From an optimization exercise on the open Yosys and OpenROAD flow, aimed at small area; shortcuts taken in it are not production practice.
The RTL was checked by simulation tests, not by an equivalence proof against the original design.

== rev 12 ==
==> flow/design.v (excerpt) <==
module pe_unit (
    input   logic           clk,
    input   logic           rst,
    input   logic           valid_i,
    input   logic [3:0]     ctrl_i,
    input   logic           mode_i,
    input   poly_arith_pkg::coeff_t         op_a0_i,
    input   poly_arith_pkg::coeff_t         op_a1_i,
    input   poly_arith_pkg::coeff_t         op_a2_i,
    input   poly_arith_pkg::coeff_t         op_a3_i,
    input   poly_arith_pkg::coeff_t         op_b0_i,
    input   poly_arith_pkg::coeff_t         op_b1_i,
    input   poly_arith_pkg::coeff_t         op_b2_i,
    input   poly_arith_pkg::coeff_t         op_b3_i,
    output  poly_arith_pkg::coeff_t         z0_o,
    output  poly_arith_pkg::coeff_t         z1_o,
    output  poly_arith_pkg::coeff_t         z2_o,
    output  poly_arith_pkg::coeff_t         z3_o,
    output  logic           valid_o
);
    logic m_as, m_comp, m_intt, m_ntt, m_cwm;
    assign m_as   = ~ctrl_i[3] & ~ctrl_i[2];                
    assign m_comp =  ctrl_i[2] & ~ctrl_i[1];                
    assign m_intt =  ctrl_i[2] &  ctrl_i[1];                
    assign m_ntt  =  ctrl_i[3] & ~ctrl_i[2] &  ctrl_i[1];   
    assign m_cwm  =  ctrl_i[3] & ~ctrl_i[2] & ~ctrl_i[1];   
    logic r_as, r_comp, r_intt, r_ntt, r_cwm, r_intt4, r_lat4;
    always_ff @(posedge clk) begin
        r_as    <= m_as;
        r_comp  <= m_comp;
        r_intt  <= m_intt;
        r_ntt   <= m_ntt;
        r_cwm   <= m_cwm;
        r_intt4 <= m_intt & ~mode_i;                 
        r_lat4  <= (m_ntt | m_intt) & mode_i;        
    end
    logic [8:1] v;
    always_ff @(posedge clk) begin
        if (rst) begin
            v <= '0;
        end else begin
            v[1] <= valid_i;
            v[2] <= v[1] & ~r_as;
            v[3] <= v[2];
            v[4] <= v[3] & ~r_comp;
            v[5] <= v[4] & ~r_lat4;
            v[6] <= v[5];
            v[7] <= v[6];
            v[8] <= v[7];
        end
    end
    assign valid_o = r_as ? v[1] : r_comp ? v[3] : r_lat4 ? v[4] : v[8];
    logic [7:0][11:0] b1;
    logic [5:0][11:0] d2;
  ...
Size in the first run: ~5800 cells after synthesis, about 150 I/O pins.
export LEC_CHECK = 0
export CAP_MARGIN = 20
export CORE_MARGIN = 2
export CORE_UTILIZATION = 60
export CTS_BUF_LIST = sky130_fd_sc_hd__clkbuf_4 sky130_fd_sc_hd__clkbuf_8
export PLACE_DENSITY = 0.75
export SLEW_MARGIN = 20
create_clock -name core_clock -period 9.5 [get_ports {clk}]
standard.sh (not shown) runs the stock make flow with config.mk's settings and CLKGATE_MAP_FILE= SYNTH_SCRIPT=/design/flow/synth_recipe.tcl, a recipe that flattens the netlist after the stock synthesis.
==> flow/flow/run.sh <==
#!/bin/bash
set -euo pipefail
R=orfs/results/${FLOW_PLATFORM}/pe_unit/base
bash standard.sh synth > synth.log 2>&1
cp "$R/1_2_yosys.v" "$R/1_2_yosys.orig.v"
python3 flow/fixinv.py "$R/1_2_yosys.orig.v" "$R/1_2_yosys.v" > fixinv.log 2>&1
rm -f "$R/1_synth.odb" "$R/1_synth.sdc"
bash standard.sh finish "BUFFER_PORTS_ARGS=-buffer_cell sky130_fd_sc_hd__buf_1" \
  "GLOBAL_PLACEMENT_ARGS=-keep_resize_below_overflow 0" \
  "CTS_ARGS=-sink_clustering_enable -repair_clock_nets -buf_list {sky130_fd_sc_hd__clkbuf_4 sky130_fd_sc_hd__clkbuf_8} -dont_use_dummy_load" \
  > finish.log 2>&1
Other scripts of this flow, unchanged in this note and not shown: flow/flow/fixinv.py
Rev 12 | status: complete | timing, DRC, antenna: pass
### rev 12 -> rev 13
Settings: a change of CORE_UTILIZATION from 60 to 45; a change of PLACE_DENSITY from 0.75 to 0.65.
==> flow/flow/run.sh <==
#!/bin/bash
# Standard layout, with one netlist clean-up between synthesis and floorplan:
# flow/fixinv.py removes the inverters that synthesis leaves between full-adder
# cells (a full adder is self-dual, so a cell can take complemented inputs and
# give complemented outputs). Registers, ports and all other cells are kept.
# The port buffers that placement inserts are buf_1 cells (the standard flow
# picks a larger cell for them); each port still gets its own buffer.
set -euo pipefail
R=orfs/results/${FLOW_PLATFORM}/pe_unit/base
bash standard.sh synth > synth.log 2>&1
cp "$R/1_2_yosys.v" "$R/1_2_yosys.orig.v"
python3 flow/fixinv.py "$R/1_2_yosys.orig.v" "$R/1_2_yosys.v" > fixinv.log 2>&1
rm -f "$R/1_synth.odb" "$R/1_synth.sdc"
bash standard.sh finish "BUFFER_PORTS_ARGS=-buffer_cell sky130_fd_sc_hd__buf_1" > finish.log 2>&1
Findings:
Taking rev 13 as 1.0, rev 12 lands at 0.74 on area of the placeable core. Inserted tap cell count ended up 38% higher on rev 13 than on rev 12. Compared to rev 12, rev 13 was floorplanned on a bigger die. After detailed routing, rev 12 needs less wire than rev 13.

========
pe_unit, a different RTL version from the one above (not shown whole).
For scale: ~600 flip-flops, about 55000 sq um of cells after synthesis.
Settings: LEC_CHECK=0, CAP_MARGIN=20, CORE_MARGIN=2, CORE_UTILIZATION=25, PLACE_DENSITY=0.38, SLEW_MARGIN=20; clock period 9.5 ns.
run.sh (not shown) runs the stock make flow with config.mk's settings and CLKGATE_MAP_FILE= SYNTH_SCRIPT=/design/flow/synth_recipe.tcl, a recipe that flattens the netlist after the stock synthesis.
Stock flow here: none of the scripts above is used.
Rerun with:
CORE_UTILIZATION = 45   (was 25)
PLACE_DENSITY = 0.65   (was 0.38)
=>
- synthesized cell count stays the same
- maximum frequency went down slightly
- die area went down by well over a third
- cell count decreases by roughly a tenth
- area after synthesis does not change
- routed wire length falls by roughly a tenth
- global-route usage came out higher by 11 points
- critical path depth decreases by 1
Rerun with:
GPL_TIMING_DRIVEN = 0   (was not set)
What happened: The changed run completed without violations; non-clock buffer count is higher by 21; wire length is higher by roughly a tenth; count of clock-buffer cells in the layout is higher by 1.

========
ember:
pe_unit again, from the RTL that the note above started with.
clock: 9.5 ns
lec_check: 0
cap_margin: 20
core_margin: 2
core_utilization: 45
place_density: 0.65
slew_margin: 20
standard.sh (not shown) runs the stock make flow with config.mk's settings and CLKGATE_MAP_FILE= SYNTH_SCRIPT=/design/flow/synth_recipe.tcl, a recipe that flattens the netlist after the stock synthesis.
==> flow/flow/run.sh <==
#!/bin/bash
# Standard layout, with one netlist clean-up between synthesis and floorplan:
# flow/fixinv.py removes the inverters that synthesis leaves between full-adder
# cells (a full adder is self-dual, so a cell can take complemented inputs and
# give complemented outputs). Registers, ports and all other cells are kept.
set -euo pipefail
R=orfs/results/${FLOW_PLATFORM}/pe_unit/base
bash standard.sh synth > synth.log 2>&1
cp "$R/1_2_yosys.v" "$R/1_2_yosys.orig.v"
python3 flow/fixinv.py "$R/1_2_yosys.orig.v" "$R/1_2_yosys.v" > fixinv.log 2>&1
rm -f "$R/1_synth.odb" "$R/1_synth.sdc"
bash standard.sh finish > finish.log 2>&1
Other scripts of this flow, unchanged in this note and not shown: flow/flow/fixinv.py
ember completed; timing, DRC and antenna clean
Edits applied to the flow inputs when going from ember to willow:
- CORE_UTILIZATION now 60, was 45
- CTS_BUF_LIST now sky130_fd_sc_hd__clkbuf_4 sky130_fd_sc_hd__clkbuf_8, previously not set
- PLACE_DENSITY now 0.75, was 0.65
--- a/flow/flow/run.sh
+++ b/flow/flow/run.sh
@@ -5,2 +5,4 @@
 # give complemented outputs). Registers, ports and all other cells are kept.
+# The port buffers that placement inserts are buf_1 cells (the standard flow
+# picks a larger cell for them); each port still gets its own buffer.
 set -euo pipefail
@@ -11,2 +13,2 @@
 rm -f "$R/1_synth.odb" "$R/1_synth.sdc"
-bash standard.sh finish > finish.log 2>&1
+bash standard.sh finish "BUFFER_PORTS_ARGS=-buffer_cell sky130_fd_sc_hd__buf_1" > finish.log 2>&1
Findings:
For count of filler cells inserted in the layout, dividing the value from ember by the value from willow gives 1.5.
Taking ember as the reference, in willow number of hold-repair buffers added at the cts stage ~0 delta; worst hold slack +0.013 ns.
Looking at slowest cell on the critical path, the sky130_fd_sc_hd__mux2i_1 result is from willow; the sky130_fd_sc_hd__fa_1 one comes from ember.
| multi-input combinational area share | willow vs ember | 2.0 points higher |
willow against ember; cell count of the worst reg-to-reg path is up by more than 10%.
Vias: willow more than ember
ember has a lower number of detailed-routing iterations run before antenna repair than willow.
willow: met1 layer usage reported by global route 9.6 points above ember
The inputs of nickel differ from those of willow as listed below.
- changing PLACE_DENSITY from 0.75 to 0.65
- changing CORE_UTILIZATION from 60 to 45
- Re layout filler cell count: nickel is 3756 up on willow.
- Looking at global-route usage, nickel sits 9.0 points lower than willow does.
- Diff willow -> nickel: first-pass GRT wire length went up by 11000 um, footprint of the multi-input gates comparable, cell area after layout up about 1.6%.
- nickel packs its core more loosely than willow.
- nickel vs willow, fraction of standard cell area in multi-input logic went down by 1.1 points.
- Diff willow -> nickel | die area | up by more than a quarter
- Final critical path time including I/O delays and setup delta for nickel relative to willow: 0.0093 ns higher
- nickel ended up with more standard cells than willow.

========
pe_unit again, from the RTL that the note above started with.
// pe_unit
module pe_unit (
    input   logic           clk,
    input   logic           rst,
    input   logic           valid_i,
    input   logic [3:0]     ctrl_i,
    input   logic           mode_i,
    input   poly_arith_pkg::coeff_t         op_a0_i,
    input   poly_arith_pkg::coeff_t         op_a1_i,
    input   poly_arith_pkg::coeff_t         op_a2_i,
    input   poly_arith_pkg::coeff_t         op_a3_i,
    input   poly_arith_pkg::coeff_t         op_b0_i,
    input   poly_arith_pkg::coeff_t         op_b1_i,
    input   poly_arith_pkg::coeff_t         op_b2_i,
    input   poly_arith_pkg::coeff_t         op_b3_i,
    output  poly_arith_pkg::coeff_t         z0_o,
    output  poly_arith_pkg::coeff_t         z1_o,
    output  poly_arith_pkg::coeff_t         z2_o,
    output  poly_arith_pkg::coeff_t         z3_o,
    output  logic           valid_o
);
    logic m_as, m_comp, m_intt, m_ntt, m_cwm;
    assign m_as   = ~ctrl_i[3] & ~ctrl_i[2];                
    assign m_comp =  ctrl_i[2] & ~ctrl_i[1];                
    assign m_intt =  ctrl_i[2] &  ctrl_i[1];                
    assign m_ntt  =  ctrl_i[3] & ~ctrl_i[2] &  ctrl_i[1];   
    assign m_cwm  =  ctrl_i[3] & ~ctrl_i[2] & ~ctrl_i[1];   
    logic r_as, r_comp, r_intt, r_ntt, r_cwm, r_intt4, r_lat4;
    always_ff @(posedge clk) begin
        r_as    <= m_as;
        r_comp  <= m_comp;
        r_intt  <= m_intt;
        r_ntt   <= m_ntt;
        r_cwm   <= m_cwm;
        r_intt4 <= m_intt & ~mode_i;                 
        r_lat4  <= (m_ntt | m_intt) & mode_i;        
    end
    logic [8:1] v;
    always_ff @(posedge clk) begin
        if (rst) begin
            v <= '0;
        end else begin
            v[1] <= valid_i;
            v[2] <= v[1] & ~r_as;
            v[3] <= v[2];
            v[4] <= v[3] & ~r_comp;
            v[5] <= v[4] & ~r_lat4;
            v[6] <= v[5];
            v[7] <= v[6];
            v[8] <= v[7];
        end
    end
    assign valid_o = r_as ? v[1] : r_comp ? v[3] : r_lat4 ? v[4] : v[8];
    logic [7:0][11:0] b1;
    logic [5:0][11:0] d2;
    logic [3:0][11:0] d3;
    logic [4:0][11:0] d4;
    logic [2:0][11:0] d5;
    logic [2:0][11:0] d6;
    logic [3:0][11:0] d7;
    logic [3:0][11:0] z;
    logic [3:0][23:0] p;      
    logic [3:0][11:0] r;      
    logic [3:0][11:0] ma, mb;
    logic [3:0][23:0] mp;
    logic [3:0][11:0] mr;
  ...
export LEC_CHECK = 0
export CAP_MARGIN = 5
export CORE_MARGIN = 2
export CORE_UTILIZATION = 45
export CTS_BUF_LIST = sky130_fd_sc_hd__clkbuf_4 sky130_fd_sc_hd__clkbuf_8
export PLACE_DENSITY = 0.65
export SLEW_MARGIN = 5
create_clock -name core_clock -period 9.5 [get_ports {clk}]
==> flow/flow/run.sh <==
#!/bin/bash
# Standard layout, with one netlist clean-up between synthesis and floorplan:
# flow/fixinv.py removes the inverters that synthesis leaves between full-adder
# cells (a full adder is self-dual, so a cell can take complemented inputs and
# give complemented outputs). Registers, ports and all other cells are kept.
# The port buffers that placement inserts are buf_1 cells (the standard flow
# picks a larger cell for them); each port still gets its own buffer.
set -euo pipefail
R=orfs/results/${FLOW_PLATFORM}/pe_unit/base
bash standard.sh synth > synth.log 2>&1
cp "$R/1_2_yosys.v" "$R/1_2_yosys.orig.v"
python3 flow/fixinv.py "$R/1_2_yosys.orig.v" "$R/1_2_yosys.v" > fixinv.log 2>&1
rm -f "$R/1_synth.odb" "$R/1_synth.sdc"
bash standard.sh finish "BUFFER_PORTS_ARGS=-buffer_cell sky130_fd_sc_hd__buf_1" > finish.log 2>&1
Other scripts of this flow, unchanged in this note and not shown: flow/flow/fixinv.py
Then changed:
--- a/flow/flow/run.sh
+++ b/flow/flow/run.sh
@@ -6,2 +5,0 @@
-# The port buffers that placement inserts are buf_1 cells (the standard flow
-# picks a larger cell for them); each port still gets its own buffer.
@@ -14 +12 @@
-bash standard.sh finish "BUFFER_PORTS_ARGS=-buffer_cell sky130_fd_sc_hd__buf_1" > finish.log 2>&1
+bash standard.sh finish > finish.log 2>&1
--- a/flow/config.mk
+++ b/flow/config.mk
@@ -8 +8 @@
-export CAP_MARGIN = 5
+export CAP_MARGIN = 20
@@ -11 +11 @@
-export CTS_BUF_LIST = sky130_fd_sc_hd__clkbuf_4 sky130_fd_sc_hd__clkbuf_8
+export CTS_BUF_LIST = sky130_fd_sc_hd__clkbuf_8
@@ -13 +13 @@
-export SLEW_MARGIN = 5
+export SLEW_MARGIN = 20
=>
- The changed run produced a clean layout
- count of clock-buffer cells in the layout fell by 23
- sequential share of layout area fell by 0.23 points
- final cell count stays flat
- maximum frequency rose by 1.3%
- setup slack is better by 0.12 ns
- global-route usage rose by 0.37 points
- area after synthesis does not change
- via count fell by 0.72%

-- separate check: timing with driven ports --
The results above use ideal ports. As a check the final layouts listed here were re-extracted and re-timed, cells and wires unchanged.
Step 1 (the two cells are an assumption about what drives the block):
set clk [get_ports {clk}]
set_driving_cell -lib_cell sky130_fd_sc_hd__clkbuf_16 $clk
set_driving_cell -lib_cell sky130_fd_sc_hd__buf_2 [delete_from_list [all_inputs] $clk]
Step 2 also shifts input and output timing later by t, the mid clock arrival at the registers, as if the neighbouring blocks saw the same clock.
a / b / c = no drivers / after step 1 / after step 2; a / b = the first two.
| run | shift t [ns] | setup WS [ns] | hold slack, ns | worst data-port slew with drivers (ns) |
|---|---|---|---|---|
| rev 12 | 0.797 | 0.358 / 0.358 / -0.057 | 0.213 / 0.213 / 0.213 | 0.07 |
| rev 13 | 0.856 | 0.812 / 0.812 / 0.812 | 0.278 / 0.278 / 0.278 | 0.05 |
| the first run of note 2 | 0.786 | 0.480 / 0.480 / 0.480 | 0.313 / 0.313 / 0.313 | 0.11 |
| the second run of note 2 | 0.750 | 0.386 / 0.386 / 0.386 | 0.320 / 0.320 / 0.320 | 0.07 |
| the third run of note 2 | 0.735 | 0.236 / 0.243 / -0.446 | 0.307 / 0.307 / 0.307 | 0.07 |
| ember | 0.717 | 0.440 / 0.440 / 0.440 | 0.308 / 0.308 / 0.308 | 0.10 |
| willow | 0.855 | 0.357 / 0.357 / 0.357 | 0.321 / 0.321 / 0.321 | 0.09 |
| nickel | 0.865 | 0.348 / 0.348 / 0.348 | 0.324 / 0.324 / 0.324 | 0.10 |
| the first run of note 4 | 0.861 | 0.281 / 0.281 / 0.281 | 0.325 / 0.325 / 0.325 | 0.10 |
| the second run of note 4 | 0.852 | 0.397 / 0.397 / 0.397 | 0.283 / 0.283 / 0.283 | 0.10 |
With both steps, setup timing fails in rev 12 and the third run of note 2, where it was met with ideal ports. The setup slack of the third run of note 2, which loses most, moves by +0.007 ns with the drivers and by -0.682 ns with both steps.
